Background: an optimization exercise with open tools, aiming at small area. Do not read the settings as production practice. At most, simulation tests tie the RTL to the original design; equivalence was not proved. Function not checked in run 5: the RTL went through the layout flow alone. The flow treats the clock pin as an ideal source, which a real chip does not have. Power figures rest on the tool's default switching activity, not on a simulated workload.

`flow/design.v`:
```
`timescale 1ns / 1ps
module meanfilter #(
    parameter           DATA_WITH    =  24,
    parameter    [7:0]  MEAN_Level   =  7
)
(
    input       wire                        clk,
    input       wire                        rst,
    input       wire                        en,
    input       wire                        iValid,
    input       wire [DATA_WITH-1:0]        iData,
    output      wire [DATA_WITH + MEAN_Level -1:0] oData,
    output      wire                        oReady
);
reg  [4:0]  v;       
reg  [1:0]  prev;    
reg         z;       
reg  [1:0]  cn;      
reg  [30:0] rn;      
reg  [3:0]  tn;      
wire st0 = iValid & ~v[0];
wire st1 = v[0] & ~v[1];
wire st2 = v[1] & ~v[2];
wire st3 = v[2] & ~v[3];
wire st4 = v[3] & ~v[4];
wire p0  = ~(st1 | st2 | st3 | st4);
wire shift = en & (st0 | st1 | st2 | st3 | st4);
wire wrap = (prev == 2'b11 && iData[23:22] == 2'b00) ||
            (prev == 2'b00 && iData[23:22] == 2'b11);
wire g0 = z ? st1 : p0;
wire g1 = z ? st2 : st1;
wire g2 = z ? st3 : st2;
wire g3 = z ? st4 : st3;
wire [6:0] xdn = ~(({7{g0}} & iData[6:0]) | ({7{g1}} & iData[13:7]) |
                   ({7{g2}} & iData[20:14]) | ({7{g3}} & {4'b0, iData[23:21]}));
wire ga = z | p0;
wire gb = z | st4;
wire [6:0] an = {rn[6:3] | {4{ga | st4}}, rn[2:0] | {3{ga}}};
wire [6:0] bn = ~(rn[13:7] | {{4{gb | st3}}, {3{gb}}});
wire       ci = p0 | (z & st1);      
wire [1:0] cin = ci ? 2'b10 : cn;
wire [6:0] psn = an ^ bn ^ xdn;
wire [6:0] pcn = (an & bn) | (an & xdn) | (bn & xdn);
wire [7:0] rcn;
wire [6:0] dn;
assign dn[0]  = psn[0] ^ cin[0] ^ cin[1];
assign rcn[0] = (psn[0] & cin[0]) | (psn[0] & cin[1]) | (cin[0] & cin[1]);
genvar j;
generate for (j = 1; j < 7; j = j + 1) begin : g_rip
    assign dn[j]  = psn[j] ^ pcn[j-1] ^ rcn[j-1];
    assign rcn[j] = (psn[j] & pcn[j-1]) | (psn[j] & rcn[j-1]) | (pcn[j-1] & rcn[j-1]);
end endgenerate
always @(posedge clk) begin
    if (rst)
        v <= 5'd0;
    else
        v <= {v[3:0], iValid};
    prev <= iData[23:22];
    if (rst)
        z <= 1'b1;
    else if (en & st0 & wrap)
        z <= 1'b1;
    else if (en & st4)
        z <= 1'b0;
    cn <= {pcn[6], rcn[6]};
    tn <= dn[6:3];
    if (shift)
        rn <= {dn[2:0], {tn, rn[30:28]} | {7{z & st1}}, rn[27:7]};
end
assign oData  = en ? (z ? 31'd0 : ~rn) : {iData, 7'b0};
assign oReady = v[4];
endmodule
```
`flow/flow/run.sh`:
```
#!/bin/bash
set -euo pipefail
rm -rf scripts_local
cp -r "$FLOW_HOME/scripts" scripts_local
cp flow/abc_area.script scripts_local/abc_area.script
export SCRIPTS_DIR="$PWD/scripts_local"
export BUFFER_PORTS_ARGS="-buffer_cell sky130_fd_sc_hd__buf_1"
export PRE_CTS_TCL="$PWD/flow/manual_cts.tcl"
export CTS_ARGS="-clk_nets clk -dont_use_dummy_load"
export MCTS_N=3 MCTS_CELL=sky130_fd_sc_hd__clkbuf_8 MCTS_ROOT=sky130_fd_sc_hd__clkbuf_1
RES="$PWD/orfs/results/sky130hd/meanfilter/base"
bash standard.sh "$RES/1_2_yosys.v" > synth.log 2>&1
python3 flow/fa_pins.py "$RES/1_2_yosys.v" > fa_pins.log 2>&1
bash standard.sh > standard.log 2>&1
```
`flow/flow/abc_area.script`:
```
strash
dch -f
map -a
```
`flow/flow/fa_pins.py`:
```
#!/usr/bin/env python3
"""Reorder the inputs of every full-adder cell in a Yosys netlist so that the
latest-arriving input uses the cell's fastest input pin (CIN), the next one B
and the earliest one A. A full adder is symmetric in its three inputs, so the
function of the netlist is unchanged. Arrival times are a rough estimate from
the netlist's structure: inputs at 1.1 ns, register outputs at 0.35 ns, 0.45 ns
per full adder and 0.15 ns per other gate.
usage: fa_pins.py netlist.v  (rewritten in place)"""
import re
import sys

path = sys.argv[1]
text = open(path).read()
inst_re = re.compile(r'(sky130_fd_sc_hd__(\w+))\s+(\S+)\s*\((.*?)\);', re.S)
pin_re = re.compile(r'\.(\w+)\(\s*([^()]*?)\s*\)')
insts = []
for m in inst_re.finditer(text):
    pins = {p: n.strip() for p, n in pin_re.findall(m.group(4))}
    insts.append((m, m.group(2), pins))

OUTPINS = {'X', 'Y', 'Q', 'Q_N', 'COUT', 'SUM', 'HI', 'LO'}
driver = {}
for idx, (m, cell, pins) in enumerate(insts):
    for p, n in pins.items():
        if p in OUTPINS:
            driver[n] = idx

sys.setrecursionlimit(10000)
memo = {}


def arrival(net):
    if net in memo:
        return memo[net]
    memo[net] = 0.0
    idx = driver.get(net)
    if idx is None:
        t = 1.1 if not re.match(r"^\d+'", net) else 0.0
    else:
        cell, pins = insts[idx][1], insts[idx][2]
        if cell.startswith(('dfxtp', 'edfxtp', 'dfrtp', 'sdf', 'dfx')):
            t = 0.35
        else:
            ins = [n for p, n in pins.items() if p not in OUTPINS]
            d = 0.45 if cell.startswith('fa_') else 0.15
            t = max([arrival(n) for n in ins] or [0.0]) + d
    memo[net] = t
    return t


out = []
last = 0
swapped = 0
for m, cell, pins in insts:
    if not cell.startswith('fa_'):
        continue
    nets = [pins['A'], pins['B'], pins['CIN']]
    order = sorted(nets, key=arrival)
    new = {'A': order[0], 'B': order[1], 'CIN': order[2]}
    if [new['A'], new['B'], new['CIN']] == nets:
        continue
    swapped += 1
    body = m.group(4)
    body = re.sub(r'\.A\(\s*[^()]*?\s*\)', '.A(@@A@@)', body, count=1)
    body = re.sub(r'\.B\(\s*[^()]*?\s*\)', '.B(@@B@@)', body, count=1)
    body = re.sub(r'\.CIN\(\s*[^()]*?\s*\)', '.CIN(@@CIN@@)', body, count=1)
    for p in ('A', 'B', 'CIN'):
        n = new[p]
        body = body.replace('@@%s@@' % p, n + (' ' if n.startswith('\\') else ''))
    out.append(text[last:m.start(4)])
    out.append(body)
    last = m.end(4)
out.append(text[last:])
open(path, 'w').write(''.join(out))
print('fa_pins: reordered inputs of %d full adders' % swapped)
```
`flow/flow/manual_cts.tcl`:
```
# Clock buffering done by hand, in place of TritonCTS's H-tree: the clock port
# drives one root buffer (MCTS_ROOT) and the root drives MCTS_N leaf buffers
# (MCTS_CELL), each driving the clock pins of one group of registers, the
# groups split by x position into equal sizes. Each buffer sits at the centroid
# of what it drives; detailed placement legalizes them afterwards.
set nbuf [expr {[info exists ::env(MCTS_N)] ? $::env(MCTS_N) : 3}]
set cell [expr {[info exists ::env(MCTS_CELL)] ? $::env(MCTS_CELL) : "sky130_fd_sc_hd__clkbuf_8"}]
set rootcell [expr {[info exists ::env(MCTS_ROOT)] ? $::env(MCTS_ROOT) : "sky130_fd_sc_hd__clkbuf_2"}]
set block [ord::get_db_block]
set clknet [$block findNet clk]
set master [[ord::get_db] findMaster $cell]
set sinks {}
foreach it [$clknet getITerms] {
  set loc [[$it getInst] getLocation]
  lappend sinks [list [lindex $loc 0] [lindex $loc 1] $it]
}
# groups: split by x into MCTS_N strips, or with MCTS_QUAD=1 into four
# quadrants (halves by x, then each half by y)
set groups {}
if {[info exists ::env(MCTS_QUAD)] && $::env(MCTS_QUAD)} {
  set sinks [lsort -integer -index 0 $sinks]
  set n [llength $sinks]
  foreach half [list [lrange $sinks 0 [expr {$n / 2 - 1}]] [lrange $sinks [expr {$n / 2}] end]] {
    set half [lsort -integer -index 1 $half]
    set m [llength $half]
    lappend groups [lrange $half 0 [expr {$m / 2 - 1}]] [lrange $half [expr {$m / 2}] end]
  }
} else {
  set sinks [lsort -integer -index 0 $sinks]
  set n [llength $sinks]
  for {set b 0} {$b < $nbuf} {incr b} {
    lappend groups [lrange $sinks [expr {$b * $n / $nbuf}] [expr {($b + 1) * $n / $nbuf - 1}]]
  }
}
set nbuf [llength $groups]
set rootnet [odb::dbNet_create $block "clk_root"]
$rootnet setSigType CLOCK
set rx 0; set ry 0
for {set b 0} {$b < $nbuf} {incr b} {
  set grp [lindex $groups $b]
  set net [odb::dbNet_create $block "clk_leaf_$b"]
  $net setSigType CLOCK
  set inst [odb::dbInst_create $block $master "clk_leaf_buf_$b"]
  set sx 0; set sy 0
  foreach s $grp {
    set it [lindex $s 2]
    $it disconnect
    $it connect $net
    incr sx [lindex $s 0]; incr sy [lindex $s 1]
  }
  [$inst findITerm A] connect $rootnet
  [$inst findITerm X] connect $net
  set x [expr {$sx / [llength $grp]}]; set y [expr {$sy / [llength $grp]}]
  $inst setLocation $x $y
  $inst setPlacementStatus PLACED
  incr rx $x; incr ry $y
}
set root [odb::dbInst_create $block [[ord::get_db] findMaster $rootcell] "clk_root_buf"]
[$root findITerm A] connect $clknet
[$root findITerm X] connect $rootnet
$root setLocation [expr {$rx / $nbuf}] [expr {$ry / $nbuf}]
$root setPlacementStatus PLACED
```
`flow/standard.sh`:
```
#!/bin/bash
# synth_recipe.tcl (not shown) runs the flow's synth.tcl, then flattens the netlist and writes it again
# the make line also repeats each setting of config.mk as NAME=value (left out here)
make -C /OpenROAD-flow-scripts/flow DESIGN_CONFIG=/design/flow/config.mk WORK_HOME=/design/flow/orfs CLKGATE_MAP_FILE= SYNTH_SCRIPT=/design/flow/synth_recipe.tcl "${@:-finish}"
```
`flow/config.mk`:
```
export PLATFORM = sky130hd
export DESIGN_NAME = meanfilter
export DESIGN_NICKNAME = meanfilter
export VERILOG_FILES = /design/flow/design.v
export SDC_FILE = /design/flow/constraint.sdc
export NUM_CORES = 4
export LEC_CHECK = 0
export ABC_AREA = 1
export CAP_MARGIN = 0
export CORE_MARGIN = 2
export CORE_UTILIZATION = 80
export SLEW_MARGIN = 0
```
`flow/constraint.sdc`:
```
create_clock -name core_clock -period 5.0 [get_ports {clk}]
set_input_delay 1.0000 -clock core_clock [delete_from_list [all_inputs] [get_ports {clk}]]
set_output_delay 1.0000 -clock core_clock [all_outputs]
set_load 0.01 [all_outputs]
```
==> run summary, run 1 <==
synthesized instance count=204; Port Buffer Count=59; I/O pins=60; Yosys cell types=16; Mapped Area=2170 um2; synthesis warning total=1; tool error message=[ERROR GPL-0301] Utilization 100.115 % exceeds 100%.; site row count=18; Die Ht=56.1 um; Synth Register Bits=45; Failed at=3_3_place_gp; Die Span X=56.1 um; Syn Nets=246; syn avg cell area=10.7 um2; status=aborted with a tool error; initial core utilization=86.2%; register area share after synthesis=55.7%
## cells by family after synthesis
family / after synthesis / synth area share (%)
adder cells (fa/ha/maj): 14 / 12.9
AND/OR/NAND/NOR: 63 / 12.4
buffers and inverters: 36 / 6.21
AO/OA/AOI/OAI: 46 / 12.8
flip-flops: 45 / 55.7
## Yosys cell counts (all sizes together)
master	number	area, um2
a21oi	7	35.0
a221oi	1	8.76
a22oi	3	22.5
clkinv	36	135
dfxtp	14	280
edfxtp	31	931
fa	14	280
nand2	20	75.1
nand4	1	6.26
nor2	30	113
nor3b	1	7.51
nor4	1	6.26
o21ai	12	60.1
o221ai	3	26.3
o22ai	20	125
or2	10	62.6
==> run 2: changes to the inputs <==
--- a/flow/flow/run.sh
+++ b/flow/flow/run.sh
@@ -5,6 +5,7 @@
 cp flow/abc_area.script scripts_local/abc_area.script
 export SCRIPTS_DIR="$PWD/scripts_local"
 export BUFFER_PORTS_ARGS="-buffer_cell sky130_fd_sc_hd__buf_1"
+export DONT_USE_CELLS="sky130_fd_sc_hd__buf_4 sky130_fd_sc_hd__buf_6 sky130_fd_sc_hd__buf_8 sky130_fd_sc_hd__buf_12 sky130_fd_sc_hd__buf_16"
 export PRE_CTS_TCL="$PWD/flow/manual_cts.tcl"
 export CTS_ARGS="-clk_nets clk -dont_use_dummy_load"
 export MCTS_N=3 MCTS_CELL=sky130_fd_sc_hd__clkbuf_8 MCTS_ROOT=sky130_fd_sc_hd__clkbuf_1
--- a/flow/config.mk
+++ b/flow/config.mk
@@ -8,5 +8,5 @@
 export ABC_AREA = 1
 export CAP_MARGIN = 0
 export CORE_MARGIN = 2
-export CORE_UTILIZATION = 80
+export CORE_UTILIZATION = 65
 export SLEW_MARGIN = 0
==> run summary, run 2 <==
CP peak stage delay=0.51 ns; Most flops, register=rn; Yosys cell types=16 (unchanged); DR DRC count=0; Final GP Congestion=0.866; n_diodes=0; skew final=0.0149 ns; share of cells above drive strength 1=8.00%; core area=3280 um2; # Post-CTS Setup Buffers=0; I/O pins=60 (unchanged); register area share after synthesis=55.7% (unchanged); Leak=0.888 nW; vias in the first global route=1,450; Die Ht=61.8 um (+10%); Fin. Hold Viols=0; Synth Register Bits=45 (unchanged); critical path capture point type=register; Die Span X=61.8 um (+10%); Max Fclk=210 MHz; syn avg cell area=10.7 um2 (unchanged); critical-path cell list=clkinv_1 -> o21ai_0 -> clkinv_1 -> a22oi_1 -> o221ai_1 -> fa_1 -> clkinv_1 -> fa_1 -> fa_1 -> fa_1 -> fa_1 -> fa_1 -> fa_1 -> fa_1; Most common cell on crit path=fa_1; Hold Crit Class=register to register; clock latency on the worst-skew pair=0.46 ns; routed len/inst=14.7 um; initial core utilization=66.2% (-20 points); Layout area overhead=17.8%; setup TNS=0 ns; commonest cells after routing, fill and taps aside=buf_1 (59), clkinv_1 (36), edfxtp_1 (31); Slew headroom=35.3%; area of the die=3820 um2; Critical Path AT=5.12 ns; DRT iter0 DRCs=129; Syn Nets=246 (unchanged); hold slack=0.438 ns; WP data required=5.35 ns; Setup CP Type=register to register; Post-CTS Hold Fix Bufs=0; synthesis warning total=1 (unchanged); number of flip-flops in the largest register=31; cell taking the most area after synthesis=edfxtp_1; first-pass GRT wire length=6.95 mm; antenna violations before repair=0; largest net degree at the start of global routing=32; critical path startpoint category=register; post_cts resized=0; Synth async-reset ratio=0% (unchanged); Post-synth EDFFs=31 (unchanged); routed via count=1,718; First-pass DRT Iterations=4; hpwl dp=3.54 mm; Area contributors post-synth=edfxtp_1 (43%), dfxtp_1 (13%), fa_1 (13%), clkinv_1 (6.2%), o22ai_1 (5.8%); Final min period=4.77 ns; Largest regs=rn: 31 flops, v: 5 flops, tn: 4 flops; most numerous cell in the Yosys netlist=clkinv_1; share of the synthesized area in the top cell type=42.8% (unchanged); vias per cell=5.35; Peak VDD IR=0.000318 V; number of fill cells=226; Layout Nets=319; CP max FO=6; unrepaired setup endpoints after global routing=false; slowest library cell on the worst path=fa_1; Post-Route WL=4.71 mm; total global-route track usage=24.9%; grt total ovfl=0; clock-pin slew on the worst setup and hold paths=0.10 ns; Port Buffer Count=59 (unchanged); top_reg_cell synth=edfxtp_1; commonest non-fill, non-tap cell in the layout=buf_1; Max Cap Violations=0; measured slew at the worst slew-check pin=0.969 ns; Tcrit/Tclk final=95.4%; site row count=21 (+3); Mapped Area=2170 um2 (unchanged); Final Setup Violations=0; synthesized instance count=204 (unchanged); Final Max Slew Viols=0; Power Density=299 nW/um2; commonest cells in the netlist=clkinv_1 (36), edfxtp_1 (31), nor2_1 (30); status=no timing/DRC/antenna violations; antenna viol nets, final=0
==> run 2: cell counts after synthesis <==
No cell type changed its count.
==> run 2: where the power goes <==
part	switching, mW	internal [mW]	total [mW]
Clock	0.0994	0.0564	0.156
Combinational	0.0782	0.0593	0.137
Sequential	0.0172	0.455	0.472
Total	0.195	0.570	0.765
==> run 2: path summary, 6_finish.rpt <==
kind	from	to	slack (ns)	cells after the start
worst max-delay path	z	tn[3]	0.23	14
worst max register to register	z	tn[3]	0.23	14
worst min-delay path	v[2]	v[3]	0.44	2
worst min register to register	v[2]	v[3]	0.44	2
==> run 2: critical path, delay by kind of cell (launching register included) <==
kind            cells  cell delay [ns]
fa+ha+maj           8             3.28
flops               1             0.42
compound gates      3             0.62
buf+inv             3             0.34
==> run 2: routing by layer <==
layer	up-vias	global-route usage, %	part of all wire, %
li1	838	-	-
met1	808	38.9	45
met2	70	39.2	48
met3	2	3.11	7.1
met4	0	2.74	0.42
met5	-	0	0
==> run 2: final cells by class <==
cell class	count	area [um2]	share of cell area, %
well taps	46	57.6	2.25
inverters	36	135	5.27
plain buffers	4	45.0	1.76
multi-input cells	123	832	32.5
repair buffers	67	282	11.0
flip-flops and latches	45	1210	47.3
==> run 2: kinds of logic after synthesis <==
kind of cell / count (synthesis) / share of synthesized area, %
simple gates: 63 / 12.4
flops: 45 / 55.7
compound gates: 46 / 12.8
buf+inv: 36 / 6.21
fa+ha+maj: 14 / 12.9
==> run 2: per-stage QoR <==
step | instance area [um2] | util [%] | setup slack (ns) | cells | total power [mW]
after floorplan | 2170 | - | 0.148 | 204 | 0.557
after global placement | 2520 | 76.6 | 0.191 | 317 | 0.612
after detailed placement | 2520 | 76.6 | 0.0891 | 317 | 0.616
after CTS | 2560 | 78.0 | 0.109 | 321 | 0.739
after global routing | 2560 | 78.0 | 0.0202 | 321 | 0.803
final | 2560 | 78.0 | 0.229 | 321 | 0.765
==> run 3: changes to the inputs <==
--- a/flow/flow/run.sh
+++ b/flow/flow/run.sh
@@ -5,7 +5,6 @@
 cp flow/abc_area.script scripts_local/abc_area.script
 export SCRIPTS_DIR="$PWD/scripts_local"
 export BUFFER_PORTS_ARGS="-buffer_cell sky130_fd_sc_hd__buf_1"
-export DONT_USE_CELLS="sky130_fd_sc_hd__buf_4 sky130_fd_sc_hd__buf_6 sky130_fd_sc_hd__buf_8 sky130_fd_sc_hd__buf_12 sky130_fd_sc_hd__buf_16"
 export PRE_CTS_TCL="$PWD/flow/manual_cts.tcl"
 export CTS_ARGS="-clk_nets clk -dont_use_dummy_load"
 export MCTS_N=3 MCTS_CELL=sky130_fd_sc_hd__clkbuf_8 MCTS_ROOT=sky130_fd_sc_hd__clkbuf_1
==> run summary, run 3 <==
status=no timing/DRC/antenna violations; Power Density=299 nW/um2 (unchanged); Yosys cell types=16 (unchanged); syn avg cell area=10.7 um2 (unchanged); Adder-Cell Fraction of Synth Area=12.9% (unchanged); critical-path cell list=clkinv_1 -> o21ai_0 -> clkinv_1 -> a22oi_1 -> o221ai_1 -> fa_1 -> clkinv_1 -> fa_1 -> fa_1 -> fa_1 -> fa_1 -> fa_1 -> fa_1 -> fa_1; Sw Share=25.5% (unchanged); hpwl dp=3.54 mm (unchanged); vias per cell=5.35 (unchanged); Die Ht=61.8 um (unchanged); Peak VDD IR=0.000318 V (unchanged); site row count=21 (unchanged); Die Span X=61.8 um (unchanged); Final min period=4.77 ns (unchanged); antenna violations before repair=0 (unchanged); Fin. Hold Viols=0 (unchanged); Layout Nets=319 (unchanged); setup TNS=0 ns (unchanged); placed cell areas=2520 um2 (unchanged); slowest library cell on the worst path=fa_1; Largest regs=rn: 31 flops, v: 5 flops, tn: 4 flops; clock-pin slew on the worst setup and hold paths=0.10 ns (about the same); synthesis warning total=1 (unchanged); antenna viol nets, final=0 (unchanged); WP data required=5.35 ns (about the same); Syn Nets=246 (unchanged); Max Fclk=210 MHz (unchanged); Slew headroom=35.3% (unchanged); XOR/XNOR share of the synthesized area=0% (unchanged); Layout area overhead=17.8% (unchanged); share of the synthesized area in the top cell type=42.8% (unchanged); Comb power frac=18.0% (about the same); post-synthesis mux area share=0% (unchanged); Area contributors post-synth=edfxtp_1 (43%), dfxtp_1 (13%), fa_1 (13%), clkinv_1 (6.2%), o22ai_1 (5.8%); routed via count=1,718 (unchanged); Leak=0.888 nW (unchanged); cell taking the most area after synthesis=edfxtp_1; Tcrit/Tclk final=95.4% (unchanged); Synth Area in Simple Gates=12.4% (unchanged); Seq. cell area=1210 um2 (unchanged); Setup CP Type=register to register; critical path startpoint category=register; CP top delay family=adder cells; most numerous cell in the Yosys netlist=clkinv_1; Synth Register Bits=45 (unchanged); Clk network pwr share=20.4% (about the same); final cell count without fillers=321 (unchanged); n_diodes=0 (unchanged); post_cts resized=0 (unchanged); share of cells above drive strength 1=8.00% (unchanged); clock latency on the worst-skew pair=0.46 ns (about the same); First-pass DRT Iterations=4 (unchanged); number of flip-flops in the largest register=31 (unchanged); Post-synth EDFFs=31 (unchanged); Sequential Power Share=61.7% (about the same); Hold Startpoint=v[2]; skew final=0.0149 ns (unchanged); core area=3280 um2 (unchanged); largest net degree at the start of global routing=32 (unchanged); vias in the first global route=1,450 (unchanged); grt total ovfl=0 (unchanged); Max Cap Violations=0 (unchanged); reg2reg start=z; Post-Route WL=4.71 mm (unchanged); area of the die=3820 um2 (unchanged); register area share after synthesis=55.7% (unchanged); hold slack=0.438 ns (unchanged); Most flops, register=rn; measured slew at the worst slew-check pin=0.969 ns (unchanged); commonest non-fill, non-tap cell in the layout=buf_1; CP Buf/Inv Count=3 (unchanged); final instance area=2560 um2 (unchanged); top_reg_cell synth=edfxtp_1; Hold Crit Class=register to register; number of fill cells=226 (unchanged); area taken by multi-input logic gates=832 um2 (unchanged); unrepaired setup endpoints after global routing=false; critical path capture point type=register; Placed Instances=317 (unchanged); Setup crit start=z; initial core utilization=66.2% (unchanged); I/O pins=60 (unchanged); CP max FO=6 (unchanged); total global-route track usage=24.9% (unchanged); Final Max Slew Viols=0 (unchanged); DRT iter0 DRCs=129 (unchanged); Psw=195 uW (unchanged); routed len/inst=14.7 um (unchanged); Critical Path AT=5.12 ns (about the same); Final Setup Violations=0 (unchanged); Most common cell on crit path=fa_1; Mapped Area=2170 um2 (unchanged); main combinational cell family by area after synthesis=adder cells; Compound-Gate Fraction of Synth Area=12.8% (unchanged); CP peak stage delay=0.51 ns (about the same); synthesized instance count=204 (unchanged); # Post-CTS Setup Buffers=0 (unchanged); commonest cells in the netlist=clkinv_1 (36), edfxtp_1 (31), nor2_1 (30); DR DRC count=0 (unchanged); Post-CTS Hold Fix Bufs=0 (unchanged); first-pass GRT wire length=6.95 mm (unchanged); Port Buffer Count=59 (unchanged); Int Power=570 uW (unchanged); commonest cells after routing, fill and taps aside=buf_1 (59), clkinv_1 (36), edfxtp_1 (31); Final GP Congestion=0.866 (unchanged); Synth async-reset ratio=0% (unchanged)
## run 3: cell counts after synthesis
Identical to the previous run, type by type.
## run 3: path summary, 6_finish.rpt
kind	end	slack (ns)	cells past startpoint
min	v[3]	0.44	2
max reg2reg	tn[3]	0.23	14
min reg2reg	v[3]	0.44	2
max	tn[3]	0.23	14
## run 3: kinds of logic (layout without fill, tap and decap cells)
logic type               Yosys count  after routing
AO/OA/AOI/OAI                     46             46
adder cells (fa/ha/maj)           14             14
buffers and inverters             36            107
flip-flops                        45             45
AND/OR/NAND/NOR                   63             63
## run 3: power by group through the flow
stage	clock network, mW	registers (mW)	logic [mW]
2_1_floorplan	0	0.475	0.0822
3_3_place_gp	0	0.480	0.133
3_5_place_dp	0	0.480	0.137
4_1_cts	0.120	0.481	0.139
5_1_grt	0.171	0.476	0.155
6_report	0.156	0.472	0.137
## run 3: layer usage
metal / track usage, % / routed length (um) / vias up
li1: - / - / 838
met1: 38.9 / 2110 / 808
met2: 39.2 / 2250 / 70
met3: 3.11 / 336 / 2
met4: 2.74 / 20 / 0
met5: 0 / 0 / -
## run 3: final cells by class
type                            count  share of cell area (%)
Buffer                              4                    1.76
Sequential cell                    45                    47.3
Multi-Input combinational cell    123                    32.5
Timing Repair Buffer               67                    11.0
Tap cell                           46                    2.25
Inverter                           36                    5.27
## run 3: worst min-delay path, delay by kind of cell (launching register included)
kind          cells  cell delay, ns
flops             1            0.32
buf+inv           1            0.05
simple gates      1            0.03
## run 3: stage by stage
step,utilization [%],setup slack (ns),total power [mW]
after floorplan,-,0.148,0.557
after global placement,76.6,0.191,0.612
after detailed placement,76.6,0.0891,0.616
after CTS,78.0,0.109,0.739
after global routing,78.0,0.0202,0.803
final,78.0,0.229,0.765
==> run 4: changes to the inputs <==
==> flow/flow/abc_area.script (replaced) <==
strash
&get -n
&dch -f
&nf -a -F 50 -A 50 -R 1000
&put
==> run summary, run 4 <==
# Post-CTS Setup Buffers=0 (unchanged); unrepaired setup endpoints after global routing=false; area of the die=3820 um2 (-0.21%); hpwl dp=3.81 mm (+7.8%); status=no timing/DRC/antenna violations; number of flip-flops in the largest register=31 (unchanged); Compound-Gate Fraction of Synth Area=12.3% (-0.49 points); critical path capture point type=register; antenna viol nets, final=0 (unchanged); Layout area overhead=18.1%; Leak=0.883 nW (-0.58%); Fin. Hold Viols=0 (unchanged); Synth Area in Simple Gates=13.6% (+1.2 points); Port Buffer Count=59 (unchanged); worst hold endpoint=rn[18]; Final Max Slew Viols=0 (unchanged); commonest cells after routing, fill and taps aside=buf_1 (59), edfxtp_1 (31), clkinv_1 (28); share of cells above drive strength 1=5.10% (-2.9 points); critical path startpoint category=register; vias in the first global route=1,700 (+17%); vias per cell=5.78 (+8.0%); Yosys cell types=21 (+5); first-pass GRT wire length=7.90 mm (+14%); Slew headroom=23.7% (-12 points); Die Ht=61.8 um (-0.11%); R2R setup slack=0.27 ns (+0.04 ns); clock-pin slew on the worst setup and hold paths=0.10 ns (about the same); Most flops, register=rn; n_diodes=0 (unchanged); overall power=784 uW (+2.5%); Most common cell on crit path=fa_1; Adder-Cell Fraction of Synth Area=12.9% (+0.030 points); worst reg-to-reg path cell count=12 (-2); CP peak stage delay=0.49 ns (-0.02 ns); share of the synthesized area in the top cell type=42.9% (+0.099 points); Final Util=82.5% (+4.5 points); cell taking the most area after synthesis=edfxtp_1; Final min period=4.73 ns (-0.0433 ns); Post-synth EDFFs=31 (unchanged); grt total ovfl=0 (unchanged); DR DRC count=0 (unchanged); I/O pins=60 (unchanged); Post-Route WL=5.07 mm (+7.5%); Mapped Area=2170 um2 (-0.23%); post-place setup slack=-0.0277 ns (-0.117 ns); commonest non-fill, non-tap cell in the layout=buf_1; Peak VDD IR=0.000245 V (-23%); site row count=20 (-4.8%); most numerous cell in the Yosys netlist=edfxtp_1; Setup crit start=z; Hold Startpoint=rn[25]; Tcrit/Tclk final=94.6% (-0.87 points); syn avg cell area=11.9 um2 (+11%); worst r2r dst=tn[3]; top_reg_cell synth=edfxtp_1; Synth async-reset ratio=0% (unchanged); initial core utilization=69.9% (+3.7 points); Die Span X=61.8 um (-0.11%); hold slack=0.464 ns (+0.0256 ns); routed via count=1,728 (+0.58%); CP Buf/Inv Count=1 (-2); Setup CP Type=register to register; DRT iter0 DRCs=145 (+12%); Syn Nets=225 (-8.5%); setup slack after layout=0.272 ns (+0.0433 ns); Synth Register Bits=45 (unchanged); register area share after synthesis=55.8% (+0.13 points); CP top delay family=adder cells; main combinational cell family by area after synthesis=simple AND/OR/NAND/NOR gates; reg2reg start=z; Final GP Congestion=0.903 (+4.2%); largest net degree at the start of global routing=32 (unchanged); clock latency on the worst-skew pair=0.45 ns (about the same); slowest library cell on the worst path=fa_1; Critical Path AT=5.07 ns (-0.05 ns); Largest regs=rn: 31 flops, v: 5 flops, tn: 4 flops; routed len/inst=16.9 um (+15%); measured slew at the worst slew-check pin=1.15 ns (+0.176 ns); antenna violations before repair=0 (unchanged); synthesis warning total=1 (unchanged); Max Fclk=212 MHz (+0.92%); synthesized instance count=183 (-10%); Power Density=306 nW/um2 (+2.5%); core area=3100 um2 (-5.5%); CP max FO=7 (+1); First-pass DRT Iterations=4 (unchanged); Post-CTS Hold Fix Bufs=0 (unchanged); total global-route track usage=28.6% (+3.7 points); Final Setup Violations=0 (unchanged); WP data required=5.34 ns (about the same); critical-path cell list=mux2_1 -> a222oi_1 -> nand2_1 -> fa_1 -> clkinv_1 -> fa_1 -> fa_1 -> fa_1 -> fa_1 -> fa_2 -> fa_1 -> fa_1; XOR/XNOR share of the synthesized area=0% (unchanged); Hold Crit Class=register to register; Worst Hold Path Cells=0 (-2); skew final=0.0149 ns (+0.0000368 ns); Max Cap Violations=0 (unchanged); Area contributors post-synth=edfxtp_1 (43%), dfxtp_1 (13%), fa_1 (13%), o22ai_1 (6.9%), clkinv_1 (4.8%); Layout Nets=299 (-6.3%); post-synthesis mux area share=0.519% (+0.52 points); setup TNS=0 ns (unchanged); commonest cells in the netlist=edfxtp_1 (31), clkinv_1 (28), o22ai_1 (24)
-- run 4: cell count changes after synthesis, sizes merged, moves of 4 or more --
| cell | before | now |
|---|---|---|
| o22ai | 20 | 24 |
| clkinv | 36 | 28 |
| a21oi | 7 | 2 |
| nand2b | 0 | 10 |
| o21ai | 12 | 1 |
| nand2 | 20 | 9 |
| nor2b | 0 | 8 |
| or3 | 0 | 7 |
| or2 | 10 | 1 |
| a222oi | 0 | 7 |
| nor2 | 30 | 16 |
-- run 4: worst register-to-register path: cells and delay by family, from the launching register on --
kind	cells	cell delay, ns
buffers and inverters	1	0.07
adder cells (fa/ha/maj)	8	3.25
multiplexers	1	0.42
AND/OR/NAND/NOR	1	0.11
AO/OA/AOI/OAI	1	0.30
flip-flops	1	0.47
-- run 4: how the worst max path moves through the flow --
| stage | to | cells after the start |
|---|---|---|
| final | tn[3] | 12 |
| after floorplan | tn[3] | 11 |
| after global placement | tn[3] | 12 |
| after global routing | tn[3] | 16 |
| after CTS | tn[3] | 12 |
| after detailed placement | tn[3] | 12 |
-- run 4: area by class of cell --
| class | count | area (um2) |
|---|---|---|
| plain buffers | 4 | 45.0 |
| multi-input cells | 110 | 856 |
| inverters | 28 | 105 |
| well taps | 44 | 55.1 |
| fillers | 197 | 542 |
| repair buffers | 68 | 289 |
| flip-flops and latches | 45 | 1210 |
-- run 4: per-stage QoR --
step / std cells / instance area (um2)
floorplan: 183 / 2170
global placement: 295 / 2510
detailed placement: 295 / 2510
CTS: 299 / 2560
global route: 299 / 2560
finish: 299 / 2560
-- run 4: cell families after synthesis --
| logic type | Yosys count |
|---|---|
| AND/OR/NAND/NOR | 57 |
| flip-flops | 45 |
| AO/OA/AOI/OAI | 38 |
| buffers and inverters | 28 |
| adder cells (fa/ha/maj) | 14 |
| multiplexers | 1 |
-- run 4: timing repair --
| action | 4_1_cts | 5_1_grt |
|---|---|---|
| endpoints found under the setup margin | 1 | 0 |
| hold endpoints to repair | 0 | 0 |
| resized for setup | 1 | 0 |
-- run 4: power by group --
part           internal, mW  leakage (nW)  switching, mW  total, mW
registers             0.462         0.408         0.0237      0.486
clock network        0.0565        0.0228          0.102      0.158
logic                0.0603         0.452         0.0795      0.140
total                 0.579         0.883          0.205      0.784
-- run 4: routing by layer --
layer	up-vias	global-route usage, %	share of wire, %
met1	824	37.7	38
met5	-	0	0
met4	0	5.47	1.3
met3	8	5.38	8.2
met2	92	50.2	52
li1	804	-	-
==> run 5: changes to the inputs <==
--- a/flow/design.v
+++ b/flow/design.v
@@ -18,6 +18,7 @@
 reg  [1:0]  cn;      
 reg  [30:0] rn;      
 reg  [3:0]  tn;      
+reg         l0;      
 wire st0 = iValid & ~v[0];
 wire st1 = v[0] & ~v[1];
 wire st2 = v[1] & ~v[2];
@@ -65,8 +66,10 @@
     cn <= {pcn[6], rcn[6]};
     tn <= dn[6:3];
     if (shift)
-        rn <= {dn[2:0], {tn, rn[30:28]} | {7{z & st1}}, rn[27:7]};
+        rn <= {dn[2:0], tn, rn[30:7]};
+    if (en & st4)
+        l0 <= z;
 end
-assign oData  = en ? (z ? 31'd0 : ~rn) : {iData, 7'b0};
+assign oData  = en ? (z ? 31'd0 : ~rn & {24'hffffff, {7{~l0}}}) : {iData, 7'b0};
 assign oReady = v[4];
 endmodule
==> flow/flow/abc_area.script (replaced) <==
strash
dch -f
map -a
==> run summary, run 5 <==
Most flops, register=rn; Mapped Area=2170 um2 (+0.12%); Yosys cell types=18 (-14%); commonest cells in the netlist=clkinv_1 (37), edfxtp_1 (32), nor2_1 (23); DRT iter0 DRCs=205 (+41%); Post-CTS Hold Fix Bufs=0 (unchanged); share of the synthesized area in the top cell type=44.2% (+1.3 points); vias per cell=5.64 (-2.4%); total global-route track usage=28.5% (-0.11 points); critical path startpoint category=register; Critical Path AT=5.16 ns (+0.09 ns); hold slack=0.416 ns (-0.0476 ns); antenna violations before repair=0 (unchanged); DR DRC count=0 (unchanged); area of the die=3820 um2 (about the same); most numerous cell in the Yosys netlist=clkinv_1; routed len/inst=16.6 um (-2.0%); Final GP Congestion=0.905 (+0.29%); Clk network pwr share=20.0% (-0.2 points); Final Setup Violations=0 (unchanged); Final Util=83.3% (+0.74 points); status=no timing/DRC/antenna violations; number of fill cells=200 (+1.5%); Post-Route WL=5.23 mm (+3.2%); slowest library cell on the worst path=fa_1; Comb power frac=17.2% (-0.6 points); Seq. cell area=1250 um2 (+2.9%); Slew headroom=29.9% (+6.2 points); Port Buffer Count=59 (unchanged); Layout area overhead=19.9%; Synth async-reset ratio=0% (unchanged); skew final=0.0168 ns (+0.00188 ns); Syn Nets=241 (+7.1%); critical-path cell list=clkinv_1 -> nor2_2 -> nor4_1 -> nor2_1 -> clkinv_2 -> o21ai_0 -> inv_2 -> a22oi_2 -> o221ai_2 -> fa_1 -> clkinv_1 -> fa_1 -> fa_2 -> fa_2 -> fa_1 -> fa_1 -> fa_2 -> fa_1; post-synthesis mux area share=0% (-0.52 points); main combinational cell family by area after synthesis=compound AO/OA/AOI/OAI gates; site row count=20 (unchanged); setup TNS=0 ns (unchanged); First-pass DRT Iterations=5 (+1); top_reg_cell synth=edfxtp_1; commonest cells after routing, fill and taps aside=buf_1 (59), clkinv_1 (34), edfxtp_1 (32); clock-pin slew on the worst setup and hold paths=0.10 ns (about the same); Setup crit start=v[3]; Compound-Gate Fraction of Synth Area=13.0% (+0.73 points); register area share after synthesis=57.1% (+1.3 points); first-pass GRT wire length=7.75 mm (-1.9%); Adder-Cell Fraction of Synth Area=12.9% (-0.015 points); Synth Register Bits=46 (+2.2%); Final Max Slew Viols=0 (unchanged); Final min period=4.81 ns (+0.0864 ns); reg2reg start=v[3]; synthesized instance count=199 (+8.7%); I/O pins=60 (unchanged); vias in the first global route=1,622 (-4.6%); CP max FO=3 (-4); commonest non-fill, non-tap cell in the layout=buf_1; Fin. Hold Viols=0 (unchanged); Sequential Power Share=62.8% (+0.8 points); Leak=0.873 nW (-1.2%); Tcrit/Tclk final=96.3% (+1.7 points); Die Span X=61.8 um (about the same); clock latency on the worst-skew pair=0.47 ns (+0.02 ns); Psw=210 uW (+2.5%); unrepaired setup endpoints after global routing=false; critical path capture point type=register; syn avg cell area=10.9 um2 (-7.9%); number of flip-flops in the largest register=31 (unchanged); Hold Crit Class=register to register; Power Density=306 nW/um2 (about the same); Max Cap Violations=0 (unchanged); Synth Area in Simple Gates=10.5% (-3.1 points); Setup CP Type=register to register; Int Power=588 uW (+1.5%); area taken by multi-input logic gates=830 um2 (-3.1%); Sw Share=26.3% (+0.19 points); n_diodes=0 (unchanged); initial core utilization=69.4% (-0.48 points); synthesis warning total=1 (unchanged); Area contributors post-synth=edfxtp_1 (44%), dfxtp_1 (13%), fa_1 (13%), clkinv_1 (6.4%), o22ai_1 (5.8%); Die Ht=61.8 um (about the same); core area=3130 um2 (+0.81%); XOR/XNOR share of the synthesized area=0% (unchanged); Peak VDD IR=0.000309 V (+26%); cell taking the most area after synthesis=edfxtp_1; grt total ovfl=0 (unchanged); Hold Startpoint=tn[0]; WP data required=5.35 ns (about the same); CP peak stage delay=0.52 ns (+0.03 ns); routed via count=1,776 (+2.8%); Layout Nets=315 (+5.4%); hpwl dp=3.75 mm (-1.6%); Post-synth EDFFs=32 (+3.2%); largest net degree at the start of global routing=32 (unchanged); Most common cell on crit path=fa_1; Max Fclk=208 MHz (-1.8%); share of cells above drive strength 1=12.2% (+7.1 points); antenna viol nets, final=0 (unchanged); Largest regs=rn: 31 flops, v: 5 flops, tn: 4 flops; measured slew at the worst slew-check pin=1.05 ns (-0.0961 ns)
==> run 5: cell count changes in the layout (fill, tap and decap cells not counted), moves of 7 or more <==
| cell | previous run | this run |
|---|---|---|
| a222oi_1 | 7 | 0 |
| nand2_1 | 9 | 16 |
| nand2b_1 | 10 | 0 |
| nor2b_1 | 8 | 0 |
| nor3_1 | 2 | 9 |
| o21ai_0 | 1 | 14 |
| or3_1 | 7 | 0 |
==> run 5: cells by family after synthesis <==
logic type / count (synthesis)
AND/OR/NAND/NOR: 54
AO/OA/AOI/OAI: 48
flip-flops: 46
buffers and inverters: 37
adder cells (fa/ha/maj): 14
==> run 5: final timing paths <==
check        slack [ns]      to  cells after the start
max                0.19   tn[3]                     18
min reg2reg        0.42  rn[24]                      0
max reg2reg        0.19   tn[3]                     18
min                0.42  rn[24]                      0
==> run 5: what timing repair did <==
action                     in CTS  in global routing
setup buffers                   1                  1
resized for setup               9                  9
setup endpoints to repair       2                  2
pin swaps                       3                  2
==> run 5: per-layer routing <==
metal | global-route usage [%] | up-vias | part of all wire, %
met5 | 0 | - | 0
met3 | 2.69 | 5 | 6.1
met2 | 53.1 | 75 | 54
li1 | - | 830 | -
met1 | 37.5 | 866 | 39
met4 | 3.34 | 0 | 0.57
==> run 5: worst max-delay path: cells and delay by family (launching register included) <==
| family | cells | cell delay, ns |
|---|---|---|
| AND/OR/NAND/NOR | 3 | 0.40 |
| AO/OA/AOI/OAI | 3 | 0.40 |
| adder cells (fa/ha/maj) | 8 | 3.22 |
| flip-flops | 1 | 0.35 |
| buffers and inverters | 4 | 0.33 |
==> run 5: final cells by class <==
class / count / share of cell area [%]
Sequential cell: 46 / 47.8
Multi-Input combinational cell: 116 / 31.8
Timing Repair Buffer: 68 / 11.1
Inverter: 37 / 5.38
Tap cell: 44 / 2.11
Buffer: 4 / 1.73
==> run 5: per-stage QoR <==
| stage | cells | area [um2] | power, mW | worst slack, ns |
|---|---|---|---|---|
| after global placement | 309 | 2500 | 0.630 | 0.184 |
| after floorplan | 199 | 2170 | 0.572 | 0.147 |
| after detailed placement | 309 | 2500 | 0.635 | -0.0609 |
| after CTS | 314 | 2580 | 0.767 | 0.0366 |
| final | 315 | 2610 | 0.798 | 0.186 |
| after global routing | 315 | 2610 | 0.832 | 0.0231 |
==> run 5: power by group through the flow <==
| stage | sequential (mW) | combinational [mW] | clock [mW] |
|---|---|---|---|
| after floorplan | 0.499 | 0.0727 | 0 |
| after global placement | 0.508 | 0.122 | 0 |
| after detailed placement | 0.508 | 0.127 | 0 |
| after CTS | 0.510 | 0.136 | 0.121 |
| after global routing | 0.506 | 0.151 | 0.175 |
| final | 0.502 | 0.137 | 0.160 |
==> run 6: changes to the inputs <==
--- a/flow/design.v
+++ b/flow/design.v
@@ -18,7 +18,6 @@
 reg  [1:0]  cn;      
 reg  [30:0] rn;      
 reg  [3:0]  tn;      
-reg         l0;      
 wire st0 = iValid & ~v[0];
 wire st1 = v[0] & ~v[1];
 wire st2 = v[1] & ~v[2];
@@ -66,10 +65,8 @@
     cn <= {pcn[6], rcn[6]};
     tn <= dn[6:3];
     if (shift)
-        rn <= {dn[2:0], tn, rn[30:7]};
-    if (en & st4)
-        l0 <= z;
+        rn <= {dn[2:0], {tn, rn[30:28]} | {7{z & st1}}, rn[27:7]};
 end
-assign oData  = en ? (z ? 31'd0 : ~rn & {24'hffffff, {7{~l0}}}) : {iData, 7'b0};
+assign oData  = en ? (z ? 31'd0 : ~rn) : {iData, 7'b0};
 assign oReady = v[4];
 endmodule
--- a/flow/flow/run.sh
+++ b/flow/flow/run.sh
@@ -11,4 +11,7 @@
 RES="$PWD/orfs/results/sky130hd/meanfilter/base"
 bash standard.sh "$RES/1_2_yosys.v" > synth.log 2>&1
 python3 flow/fa_pins.py "$RES/1_2_yosys.v" > fa_pins.log 2>&1
-bash standard.sh > standard.log 2>&1
+# the platform's don't-use cells, plus the larger plain buffers, so that repair
+# buffers high-fanout nets with buf_1/buf_2
+DONT_USE="sky130_fd_sc_hd__probe_p_8 sky130_fd_sc_hd__probec_p_8 sky130_fd_sc_hd__lpflow_bleeder_1 sky130_fd_sc_hd__lpflow_clkbufkapwr_1 sky130_fd_sc_hd__lpflow_clkbufkapwr_16 sky130_fd_sc_hd__lpflow_clkbufkapwr_2 sky130_fd_sc_hd__lpflow_clkbufkapwr_4 sky130_fd_sc_hd__lpflow_clkbufkapwr_8 sky130_fd_sc_hd__lpflow_clkinvkapwr_1 sky130_fd_sc_hd__lpflow_clkinvkapwr_16 sky130_fd_sc_hd__lpflow_clkinvkapwr_2 sky130_fd_sc_hd__lpflow_clkinvkapwr_4 sky130_fd_sc_hd__lpflow_clkinvkapwr_8 sky130_fd_sc_hd__lpflow_decapkapwr_12 sky130_fd_sc_hd__lpflow_decapkapwr_3 sky130_fd_sc_hd__lpflow_decapkapwr_4 sky130_fd_sc_hd__lpflow_decapkapwr_6 sky130_fd_sc_hd__lpflow_decapkapwr_8 sky130_fd_sc_hd__lpflow_inputiso0n_1 sky130_fd_sc_hd__lpflow_inputiso0p_1 sky130_fd_sc_hd__lpflow_inputiso1n_1 sky130_fd_sc_hd__lpflow_inputiso1p_1 sky130_fd_sc_hd__lpflow_inputisolatch_1 sky130_fd_sc_hd__lpflow_isobufsrc_1 sky130_fd_sc_hd__lpflow_isobufsrc_16 sky130_fd_sc_hd__lpflow_isobufsrc_2 sky130_fd_sc_hd__lpflow_isobufsrc_4 sky130_fd_sc_hd__lpflow_isobufsrc_8 sky130_fd_sc_hd__lpflow_isobufsrckapwr_16 sky130_fd_sc_hd__lpflow_lsbuf_lh_hl_isowell_tap_1 sky130_fd_sc_hd__lpflow_lsbuf_lh_hl_isowell_tap_2 sky130_fd_sc_hd__lpflow_lsbuf_lh_hl_isowell_tap_4 sky130_fd_sc_hd__lpflow_lsbuf_lh_isowell_4 sky130_fd_sc_hd__lpflow_lsbuf_lh_isowell_tap_1 sky130_fd_sc_hd__lpflow_lsbuf_lh_isowell_tap_2 sky130_fd_sc_hd__lpflow_lsbuf_lh_isowell_tap_4 sky130_fd_sc_hd__buf_4 sky130_fd_sc_hd__buf_6 sky130_fd_sc_hd__buf_8 sky130_fd_sc_hd__buf_12 sky130_fd_sc_hd__buf_16"
+bash standard.sh DONT_USE_CELLS="$DONT_USE" finish > standard.log 2>&1
==> run summary, run 6 <==
number of fill cells=238 (+19%); most numerous cell in the Yosys netlist=clkinv_1; slowest library cell on the worst path=fa_1; grt total ovfl=0 (unchanged); GR Util met3=2.07% (-0.62 points); largest net degree at the start of global routing=32 (unchanged); Tcrit/Tclk final=95.7% (-0.60 points); First-pass DRT Iterations=4 (-1); final cell count without fillers=321 (+1.9%); Synth Register Bits=45 (-2.2%); final instance area=2580 um2 (-0.91%); hold slack=0.436 ns (+0.0197 ns); placed cell areas=2530 um2 (+1.0%); Largest regs=rn: 31 flops, v: 5 flops, tn: 4 flops; Post-CTS Hold Fix Bufs=0 (unchanged); Final GP Congestion=0.831 (-8.2%); Most common cell on crit path=fa_1; Port Buffer Count=59 (unchanged); number of flip-flops in the largest register=31 (unchanged); # Post-CTS Setup Buffers=0 (-1); I/O pins=60 (unchanged); syn avg cell area=10.7 um2 (-2.3%); register area share after synthesis=55.7% (-1.4 points); cell taking the most area after synthesis=edfxtp_1; synthesis warning total=1 (unchanged); Critical Path AT=5.11 ns (-0.05 ns); CP peak stage delay=0.51 ns (about the same); vias in the first global route=1,486 (-8.4%); Die Span X=61.8 um (about the same); Layout area overhead=18.7%; grt met1 use=38.1% (+0.55 points); Slew headroom=32.9% (+3.0 points); Syn Nets=246 (+2.1%); Peak VDD IR=0.000287 V (-7.0%); Layout Nets=319 (+1.3%); Final Max Slew Viols=0 (unchanged); hpwl dp=3.64 mm (-2.9%); antenna viol nets, final=0 (unchanged); skew final=0.0130 ns (-0.00388 ns); Leak=0.898 nW (+2.9%); routed len/inst=15.0 um (-9.7%); CP max FO=4 (+1); Synth async-reset ratio=0% (unchanged); n_diodes=0 (unchanged); antenna violations before repair=0 (unchanged); Yosys cell types=16 (-2); DR DRC count=0 (unchanged); share of cells above drive strength 1=6.18% (-6.0 points); initial core utilization=66.2% (-3.2 points); GR Util met2=42.3% (-11 points); top_reg_cell synth=edfxtp_1; Post-Route WL=4.81 mm (-8.0%); vias per cell=5.47 (-2.9%); measured slew at the worst slew-check pin=1.00 ns (-0.0453 ns); critical-path cell list=clkinv_1 -> nor2_1 -> nor4_2 -> nor2_1 -> a21oi_1 -> dlygate4sd1_1 -> a22oi_1 -> o221ai_1 -> fa_1 -> clkinv_1 -> fa_1 -> fa_1 -> fa_1 -> fa_1 -> fa_1 -> fa_1; Most flops, register=rn; post_cts resized=0 (-9); clock-pin slew on the worst setup and hold paths=0.10 ns (about the same); Die Ht=61.8 um (about the same); status=no timing/DRC/antenna violations; area of the die=3820 um2 (+0.11%); commonest cells in the netlist=clkinv_1 (36), edfxtp_1 (31), nor2_1 (30); total global-route track usage=25.5% (-3.0 points); busiest layer in global routing=met2; clock latency on the worst-skew pair=0.44 ns (-0.03 ns); Mapped Area=2170 um2 (+0.12%); Area contributors post-synth=edfxtp_1 (43%), dfxtp_1 (13%), fa_1 (13%), clkinv_1 (6.2%), o22ai_1 (5.8%); core area=3280 um2 (+5.0%); site row count=21 (+5.0%); Fin. Hold Viols=0 (unchanged); Placed Instances=317 (+2.6%); Max Cap Violations=0 (unchanged); commonest non-fill, non-tap cell in the layout=buf_1; Final Setup Violations=0 (unchanged); critical path startpoint category=register; share of the synthesized area in the top cell type=42.8% (-1.4 points); routed via count=1,757 (-1.1%); DRT iter0 DRCs=96 (-53%); Post-synth EDFFs=31 (-3.1%); critical path capture point type=register; WP data required=5.32 ns (-0.03 ns); Setup CP Type=register to register; commonest cells after routing, fill and taps aside=buf_1 (59), clkinv_1 (36), edfxtp_1 (31); first-pass GRT wire length=7.05 mm (-9.0%); Power Density=295 nW/um2 (-3.8%); Max Fclk=209 MHz (+0.63%); synthesized instance count=204 (+2.5%); Hold Crit Class=register to register; Final min period=4.78 ns (-0.0300 ns)
==> run 6: layout make-up <==
| type | count | area [um2] | area share, % |
|---|---|---|---|
| Tap cell | 46 | 57.6 | 2.23 |
| Timing Repair Buffer | 67 | 294 | 11.4 |
| Sequential cell | 45 | 1210 | 46.9 |
| Inverter | 36 | 135 | 5.24 |
| Multi-Input combinational cell | 123 | 838 | 32.5 |
| Buffer | 4 | 45.0 | 1.75 |
==> run 6: worst max-delay path, delay by kind of cell, from the launching register on <==
family | cells | cell delay [ns]
AO/OA/AOI/OAI | 3 | 0.42
flip-flops | 1 | 0.34
AND/OR/NAND/NOR | 3 | 0.53
adder cells (fa/ha/maj) | 7 | 2.90
buffers and inverters | 3 | 0.49
==> run 6: cell families after synthesis <==
family / after synthesis / synth area share, %
AND/OR/NAND/NOR: 63 / 12.4
AO/OA/AOI/OAI: 46 / 12.8
flip-flops: 45 / 55.7
adder cells (fa/ha/maj): 14 / 12.9
buffers and inverters: 36 / 6.21
==> run 6: per-layer routing <==
layer / part of all wire [%] / vias to the layer above
met3: 5.5 / 6
met5: 0 / -
li1: - / 847
met2: 49 / 75
met1: 45 / 829
met4: 1.3 / 0
==> run 6: stage by stage <==
stage | worst slack [ns] | utilization (%) | setup TNS (ns) | power, mW
6_report | 0.216 | 78.6 | 0 | 0.761
5_1_grt | -0.00978 | 78.6 | -0.00978 | 0.802
4_1_cts | 0.110 | 78.4 | 0 | 0.738
3_5_place_dp | 0.0988 | 77.0 | 0 | 0.615
3_3_place_gp | 0.187 | 77.0 | 0 | 0.612
2_1_floorplan | 0.148 | - | 0 | 0.557
==> run 6: power by group <==
| group | internal, mW | total [mW] | switching, mW |
|---|---|---|---|
| registers | 0.455 | 0.473 | 0.0181 |
| logic | 0.0575 | 0.136 | 0.0782 |
| clock network | 0.0565 | 0.152 | 0.0959 |
| total | 0.569 | 0.761 | 0.192 |
==> run 6: path summary, 6_finish.rpt <==
check / endpoint / from / depth (start not counted) / slack, ns
max: tn[3] / v[3] / 16 / 0.22
min: v[2] / v[1] / 2 / 0.44
max reg2reg: tn[3] / v[3] / 16 / 0.22
min reg2reg: v[2] / v[1] / 2 / 0.44
==> run 7: changes to the inputs <==
==> flow/flow/run.sh (replaced) <==
#!/bin/bash
set -euo pipefail
rm -rf scripts_local
cp -r "$FLOW_HOME/scripts" scripts_local
cp flow/abc_area.script scripts_local/abc_area.script
export SCRIPTS_DIR="$PWD/scripts_local"
export BUFFER_PORTS_ARGS="-buffer_cell sky130_fd_sc_hd__buf_1"
export PRE_CTS_TCL="$PWD/flow/manual_cts.tcl"
export CTS_ARGS="-clk_nets clk -dont_use_dummy_load"
export MCTS_N=3 MCTS_CELL=sky130_fd_sc_hd__clkbuf_8 MCTS_ROOT=sky130_fd_sc_hd__clkbuf_1
RES="$PWD/orfs/results/sky130hd/meanfilter/base"
bash standard.sh "$RES/1_2_yosys.v" > synth.log 2>&1
python3 flow/fa_pins.py "$RES/1_2_yosys.v" > fa_pins.log 2>&1
# the platform's don't-use cells, plus the larger plain buffers, so that repair
# buffers high-fanout nets with buf_1/buf_2
DONT_USE="sky130_fd_sc_hd__probe_p_8 sky130_fd_sc_hd__probec_p_8 sky130_fd_sc_hd__lpflow_bleeder_1 sky130_fd_sc_hd__lpflow_clkbufkapwr_1 sky130_fd_sc_hd__lpflow_clkbufkapwr_16 sky130_fd_sc_hd__lpflow_clkbufkapwr_2 sky130_fd_sc_hd__lpflow_clkbufkapwr_4 sky130_fd_sc_hd__lpflow_clkbufkapwr_8 sky130_fd_sc_hd__lpflow_clkinvkapwr_1 sky130_fd_sc_hd__lpflow_clkinvkapwr_16 sky130_fd_sc_hd__lpflow_clkinvkapwr_2 sky130_fd_sc_hd__lpflow_clkinvkapwr_4 sky130_fd_sc_hd__lpflow_clkinvkapwr_8 sky130_fd_sc_hd__lpflow_decapkapwr_12 sky130_fd_sc_hd__lpflow_decapkapwr_3 sky130_fd_sc_hd__lpflow_decapkapwr_4 sky130_fd_sc_hd__lpflow_decapkapwr_6 sky130_fd_sc_hd__lpflow_decapkapwr_8 sky130_fd_sc_hd__lpflow_inputiso0n_1 sky130_fd_sc_hd__lpflow_inputiso0p_1 sky130_fd_sc_hd__lpflow_inputiso1n_1 sky130_fd_sc_hd__lpflow_inputiso1p_1 sky130_fd_sc_hd__lpflow_inputisolatch_1 sky130_fd_sc_hd__lpflow_isobufsrc_1 sky130_fd_sc_hd__lpflow_isobufsrc_16 sky130_fd_sc_hd__lpflow_isobufsrc_2 sky130_fd_sc_hd__lpflow_isobufsrc_4 sky130_fd_sc_hd__lpflow_isobufsrc_8 sky130_fd_sc_hd__lpflow_isobufsrckapwr_16 sky130_fd_sc_hd__lpflow_lsbuf_lh_hl_isowell_tap_1 sky130_fd_sc_hd__lpflow_lsbuf_lh_hl_isowell_tap_2 sky130_fd_sc_hd__lpflow_lsbuf_lh_hl_isowell_tap_4 sky130_fd_sc_hd__lpflow_lsbuf_lh_isowell_4 sky130_fd_sc_hd__lpflow_lsbuf_lh_isowell_tap_1 sky130_fd_sc_hd__lpflow_lsbuf_lh_isowell_tap_2 sky130_fd_sc_hd__lpflow_lsbuf_lh_isowell_tap_4 sky130_fd_sc_hd__buf_4 sky130_fd_sc_hd__buf_6 sky130_fd_sc_hd__buf_8 sky130_fd_sc_hd__buf_12 sky130_fd_sc_hd__buf_16 sky130_fd_sc_hd__clkbuf_4 sky130_fd_sc_hd__clkbuf_16 sky130_fd_sc_hd__dlygate4sd1_1 sky130_fd_sc_hd__dlygate4sd2_1 sky130_fd_sc_hd__dlygate4sd3_1 sky130_fd_sc_hd__clkdlybuf4s15_1 sky130_fd_sc_hd__clkdlybuf4s15_2 sky130_fd_sc_hd__clkdlybuf4s18_1 sky130_fd_sc_hd__clkdlybuf4s18_2 sky130_fd_sc_hd__clkdlybuf4s25_1 sky130_fd_sc_hd__clkdlybuf4s25_2 sky130_fd_sc_hd__clkdlybuf4s50_1 sky130_fd_sc_hd__clkdlybuf4s50_2 sky130_fd_sc_hd__dlymetal6s2s_1 sky130_fd_sc_hd__dlymetal6s4s_1 sky130_fd_sc_hd__dlymetal6s6s_1"
bash standard.sh DONT_USE_CELLS="$DONT_USE" finish > standard.log 2>&1
--- a/flow/config.mk
+++ b/flow/config.mk
@@ -8,5 +8,5 @@
 export ABC_AREA = 1
 export CAP_MARGIN = 0
 export CORE_MARGIN = 2
-export CORE_UTILIZATION = 65
+export CORE_UTILIZATION = 72
 export SLEW_MARGIN = 0
==> run summary, run 7 <==
critical path startpoint category=register; Critical Path AT=5.23 ns (+0.12 ns); initial core utilization=77.5% (+11 points); Comb power frac=18.4% (+0.6 points); Post-synth EDFFs=31 (unchanged); overall power=778 uW (+2.2%); first-pass GRT wire length=8.22 mm (+17%); hpwl dp=3.90 mm (+7.1%); Die Span X=59.0 um (-4.7%); Post-Route WL=5.27 mm (+9.5%); setup slack after layout=0.141 ns (-0.0752 ns); Hold Crit Class=register to register; antenna viol nets, final=0 (unchanged); Syn Nets=246 (unchanged); routed via count=1,854 (+5.5%); commonest cells after routing, fill and taps aside=buf_1 (65), clkinv_1 (36), edfxtp_1 (31); Final Util=90.9% (+12 points); Final min period=4.86 ns (+0.0752 ns); Most flops, register=rn; Max Cap Violations=0 (unchanged); top_reg_cell synth=edfxtp_1; synthesis warning total=1 (unchanged); Port Buffer Count=59 (unchanged); Setup CP Type=register to register; Final GP Congestion=0.898 (+8.1%); Final Max Slew Viols=0 (unchanged); Sequential Power Share=61.0% (-1.2 points); I/O pins=60 (unchanged); Final Setup Violations=0 (unchanged); worst reg-to-reg path cell count=14 (-2); Area contributors post-synth=edfxtp_1 (43%), dfxtp_1 (13%), fa_1 (13%), clkinv_1 (6.2%), o22ai_1 (5.8%); Synth Register Bits=45 (unchanged); vias per cell=6.04 (+10%); status=no timing/DRC/antenna violations; area of the die=3480 um2 (-9.1%); clock latency on the worst-skew pair=0.48 ns (+0.04 ns); DRT iter0 DRCs=111 (+16%); clock-pin slew on the worst setup and hold paths=0.11 ns (about the same); Layout Nets=320 (+0.31%); synthesized instance count=204 (unchanged); First-pass DRT Iterations=15 (+11); cell taking the most area after synthesis=edfxtp_1; measured slew at the worst slew-check pin=0.941 ns (-0.0626 ns); R2R setup slack=0.14 ns (-0.08 ns); worst r2r dst=tn[3]; Clk network pwr share=20.6% (+0.6 points); n_diodes=0 (unchanged); routed len/inst=17.2 um (+15%); Psw=207 uW (+7.6%); Leak=0.871 nW (-3.1%); critical path capture point type=register; skew final=0.0223 ns (+0.00935 ns); commonest non-fill, non-tap cell in the layout=buf_1; Slew headroom=37.1% (+4.2 points); Die Ht=59.0 um (-4.7%); Peak VDD IR=0.000332 V (+16%); share of the synthesized area in the top cell type=42.8% (unchanged); grt total ovfl=0 (unchanged); total global-route track usage=32.2% (+6.7 points); Power Density=305 nW/um2 (+3.4%); commonest cells in the netlist=clkinv_1 (36), edfxtp_1 (31), nor2_1 (30); Fin. Hold Viols=0 (unchanged); Worst Hold Path Cells=0 (-2); post-place setup slack=0.0864 ns (-0.0124 ns); Yosys cell types=16 (unchanged); number of flip-flops in the largest register=31 (unchanged); site row count=19 (-9.5%); vias in the first global route=1,742 (+17%); largest net degree at the start of global routing=32 (unchanged); most numerous cell in the Yosys netlist=clkinv_1; Int Power=571 uW (+0.32%); WP data required=5.37 ns (+0.05 ns); Largest regs=rn: 31 flops, v: 5 flops, tn: 4 flops; register area share after synthesis=55.7% (unchanged); Synth async-reset ratio=0% (unchanged); antenna violations before repair=0 (unchanged); worst hold endpoint=rn[9]; Max Fclk=206 MHz (-1.5%); reg2reg start=z; share of cells above drive strength 1=8.70% (+2.5 points); core area=2810 um2 (-15%); DR DRC count=0 (unchanged); Tcrit/Tclk final=97.2% (+1.5 points); Mapped Area=2170 um2 (unchanged); syn avg cell area=10.7 um2 (unchanged); CP max FO=6 (+2); Hold Startpoint=rn[16]; Sw Share=26.6% (+1.4 points); Layout area overhead=17.3%
## run 7: repair_timing
| action | 4_1_cts | 5_1_grt |
|---|---|---|
| gates resized for setup | 0 | 8 |
| hold buffers | 0 | 0 |
| buffers inserted | 0 | 1 |
| endpoints found under the setup margin | 0 | 2 |
## run 7: layout make-up
| cell class | instances | area (um2) |
|---|---|---|
| Tap cell | 31 | 38.8 |
| Sequential cell | 45 | 1210 |
| Buffer | 4 | 45.0 |
| Multi-Input combinational cell | 123 | 860 |
| Inverter | 36 | 135 |
| Fill cell | 121 | 255 |
| Timing Repair Buffer | 68 | 259 |
## run 7: cells by family (layout without fill, tap and decap cells)
| kind of cell | Yosys count | in the layout | share of synthesized area, % |
|---|---|---|---|
| compound gates | 46 | 46 | 12.8 |
| simple gates | 63 | 63 | 12.4 |
| buf+inv | 36 | 108 | 6.21 |
| flops | 45 | 45 | 55.7 |
| fa+ha+maj | 14 | 14 | 12.9 |
## run 7: power by group through the flow
stage,clock network (mW),logic (mW),registers (mW)
finish,0.160,0.143,0.474
global route,0.169,0.158,0.479
CTS,0.120,0.138,0.483
detailed placement,0,0.137,0.482
global placement,0,0.128,0.479
floorplan,0,0.0822,0.475
## run 7: worst max-delay path by stage
stage | slack (ns) | endpoint | cells after the start | startpoint
2_1_floorplan | 0.15 | tn[3] | 14 | z
3_3_place_gp | 0.17 | tn[3] | 12 | iData[7]
3_5_place_dp | 0.09 | tn[3] | 12 | iData[7]
4_1_cts | 0.08 | tn[3] | 12 | iData[7]
5_1_grt | -0.06 | tn[3] | 14 | z
6_report | 0.14 | tn[3] | 14 | z
## run 7: worst max-delay path, cell delays in order, from the launching register on
cell and delay (ns):
dfxtp_2 0.41, clkinv_1 0.13, o21ai_0 0.27, clkinv_1 0.17
a22oi_1 0.26, o221ai_2 0.14, fa_1 0.51, clkinv_1 0.08
fa_1 0.39, fa_1 0.39, fa_1 0.38, fa_1 0.39
fa_1 0.40, fa_1 0.39, fa_1 0.45
## run 7: stage by stage
step / hold WS (ns) / cells / cell area, um2 / TNS (ns)
after floorplan: 0.413 / 204 / 2170 / 0
after global placement: 0.420 / 303 / 2470 / 0
after detailed placement: 0.430 / 303 / 2470 / 0
after CTS: 0.431 / 307 / 2520 / 0
after global routing: 0.457 / 307 / 2550 / -0.0766
final: 0.433 / 307 / 2550 / 0
## run 7: layer usage
layer	part of all wire [%]	GRT usage, %	wire length, um
met5	0	0	0
met4	1.7	5.84	92
met3	10	5.71	529
met2	52	55.7	2730
met1	36	43.8	1910
==> run 8: changes to the inputs <==
--- a/flow/config.mk
+++ b/flow/config.mk
@@ -8,5 +8,6 @@
 export ABC_AREA = 1
 export CAP_MARGIN = 0
 export CORE_MARGIN = 2
-export CORE_UTILIZATION = 72
+export CORE_UTILIZATION = 65
+export PLACE_DENSITY = 0.8
 export SLEW_MARGIN = 0
==> run summary, run 8 <==
status=no timing/DRC/antenna violations; Hold Crit Class=register to register; post_cts resized=0 (unchanged); First-pass DRT Iterations=4 (-11); CP max FO=6 (unchanged); Final Max Slew Viols=0 (unchanged); clock latency on the worst-skew pair=0.47 ns (about the same); CP peak stage delay=0.51 ns (about the same); clock-pin slew on the worst setup and hold paths=0.10 ns (about the same); R2R setup slack=0.21 ns (+0.07 ns); synthesized instance count=204 (unchanged); hpwl dp=3.58 mm (-8.2%); CP Buf/Inv Count=3 (unchanged); placed cell areas=2490 um2 (+0.45%); WP data required=5.36 ns (about the same); commonest cells after routing, fill and taps aside=buf_1 (64), clkinv_1 (36), edfxtp_1 (31); Largest regs=rn: 31 flops, v: 5 flops, tn: 4 flops; critical path capture point type=register; Area contributors post-synth=edfxtp_1 (43%), dfxtp_1 (13%), fa_1 (13%), clkinv_1 (6.2%), o22ai_1 (5.8%); Die Span X=61.8 um (+4.9%); Comb power frac=17.5% (-0.9 points); Synth async-reset ratio=0% (unchanged); area of the die=3820 um2 (+10%); slowest library cell on the worst path=fa_1; commonest non-fill, non-tap cell in the layout=buf_1; I/O pins=60 (unchanged); number of flip-flops in the largest register=31 (unchanged); Int Power=568 uW (-0.52%); top_reg_cell synth=edfxtp_1; Hold Startpoint=v[1]; Yosys cell types=16 (unchanged); Final Setup Violations=0 (unchanged); total global-route track usage=25.2% (-7.0 points); number of fill cells=239 (+98%); Max Cap Violations=0 (unchanged); CP top delay family=adder cells; largest net degree at the start of global routing=32 (unchanged); first-pass GRT wire length=7.02 mm (-15%); vias in the first global route=1,530 (-12%); Most flops, register=rn; worst hold endpoint=v[2]; Max Fclk=209 MHz (+1.4%); Port Buffer Count=59 (unchanged); routed via count=1,764 (-4.9%); Tcrit/Tclk final=95.9% (-1.3 points); most numerous cell in the Yosys netlist=clkinv_1; Layout area overhead=16.8%; Power Density=301 nW/um2 (-1.2%); site row count=21 (+2); Fin. Hold Viols=0 (unchanged); measured slew at the worst slew-check pin=0.996 ns (+0.0549 ns); Peak VDD IR=0.000315 V (-5.3%); n_diodes=0 (unchanged); Setup CP Type=register to register; Psw=197 uW (-4.6%); reg2reg start=z; Post-Route WL=4.84 mm (-8.1%); critical path startpoint category=register; routed len/inst=15.1 um (-12%); share of cells above drive strength 1=6.57% (-2.1 points); Mapped Area=2170 um2 (unchanged); worst reg-to-reg path cell count=14 (unchanged); skew final=0.0105 ns (-0.0118 ns); Leak=0.865 nW (-0.60%); synthesis warning total=1 (unchanged); antenna violations before repair=0 (unchanged); Post-CTS Hold Fix Bufs=0 (unchanged); Synth Register Bits=45 (unchanged); Syn Nets=246 (unchanged); antenna viol nets, final=0 (unchanged); Clk network pwr share=20.5% (about the same)
run 8: cell count changes in the layout (fill, tap and decap cells not counted), sizes merged:
cell	change
buf	-2
run 8: cells by family (layout without fill, tap and decap cells):
family,count (synthesis),after routing,share of synthesized area (%)
buf+inv,36,106,6.21
simple gates,63,63,12.4
compound gates,46,46,12.8
flops,45,45,55.7
fa+ha+maj,14,14,12.9
run 8: power groups by stage:
stage          combinational (mW)  clock, mW  sequential, mW
6_report                    0.134      0.157           0.474
5_1_grt                     0.151      0.170           0.478
4_1_cts                     0.134      0.120           0.482
3_5_place_dp                0.132          0           0.481
3_3_place_gp                0.127          0           0.481
2_1_floorplan              0.0822          0           0.475
run 8: layout make-up:
| class | count | area, um2 | share of cell area (%) |
|---|---|---|---|
| flip-flops and latches | 45 | 1210 | 47.7 |
| multi-input cells | 123 | 841 | 33.1 |
| repair buffers | 66 | 250 | 9.85 |
| inverters | 36 | 135 | 5.32 |
| well taps | 46 | 57.6 | 2.27 |
| plain buffers | 4 | 45.0 | 1.77 |
run 8: worst max-delay path by stage:
stage                        start    end  slack (ns)  cells after the start
after floorplan                  z  tn[3]        0.15                     14
after global placement    iData[7]  tn[3]        0.20                     12
after detailed placement  iData[7]  tn[3]        0.06                     12
after CTS                 iData[7]  tn[3]        0.05                     12
after global routing             z  tn[3]       0.002                     14
final                            z  tn[3]        0.21                     14
run 8: through the flow:
step	power (mW)	worst slack, ns	instances	hold WS, ns	utilization (%)
final	0.765	0.207	320	0.433	77.3
after global routing	0.800	0.00222	320	0.456	77.3
after CTS	0.736	0.0522	320	0.429	77.1
after detailed placement	0.613	0.0551	316	0.429	75.7
after global placement	0.609	0.195	316	0.421	75.7
after floorplan	0.557	0.148	204	0.413	-
run 8: tightest hold or removal path: stages (launching register included):
cell and delay (ns):
dfxtp_1 0.32, clkinv_1 0.05, nor2_1 0.03
run 8: metal layers:
| metal | global-route usage, % | wire length, um |
|---|---|---|
| met2 | 44.5 | 2410 |
| met1 | 33.3 | 2000 |
| met4 | 7.29 | 87 |
| met3 | 2.48 | 350 |
| met5 | 0 | 0 |

Check on run 8: ideal ports give 0.207 ns setup slack; a clkbuf_16 on the clock port and buf_2 on the inputs give 0.207 ns; moving port delays by the midpoint clock arrival (0.488 ns) as well gives 0.085 ns.
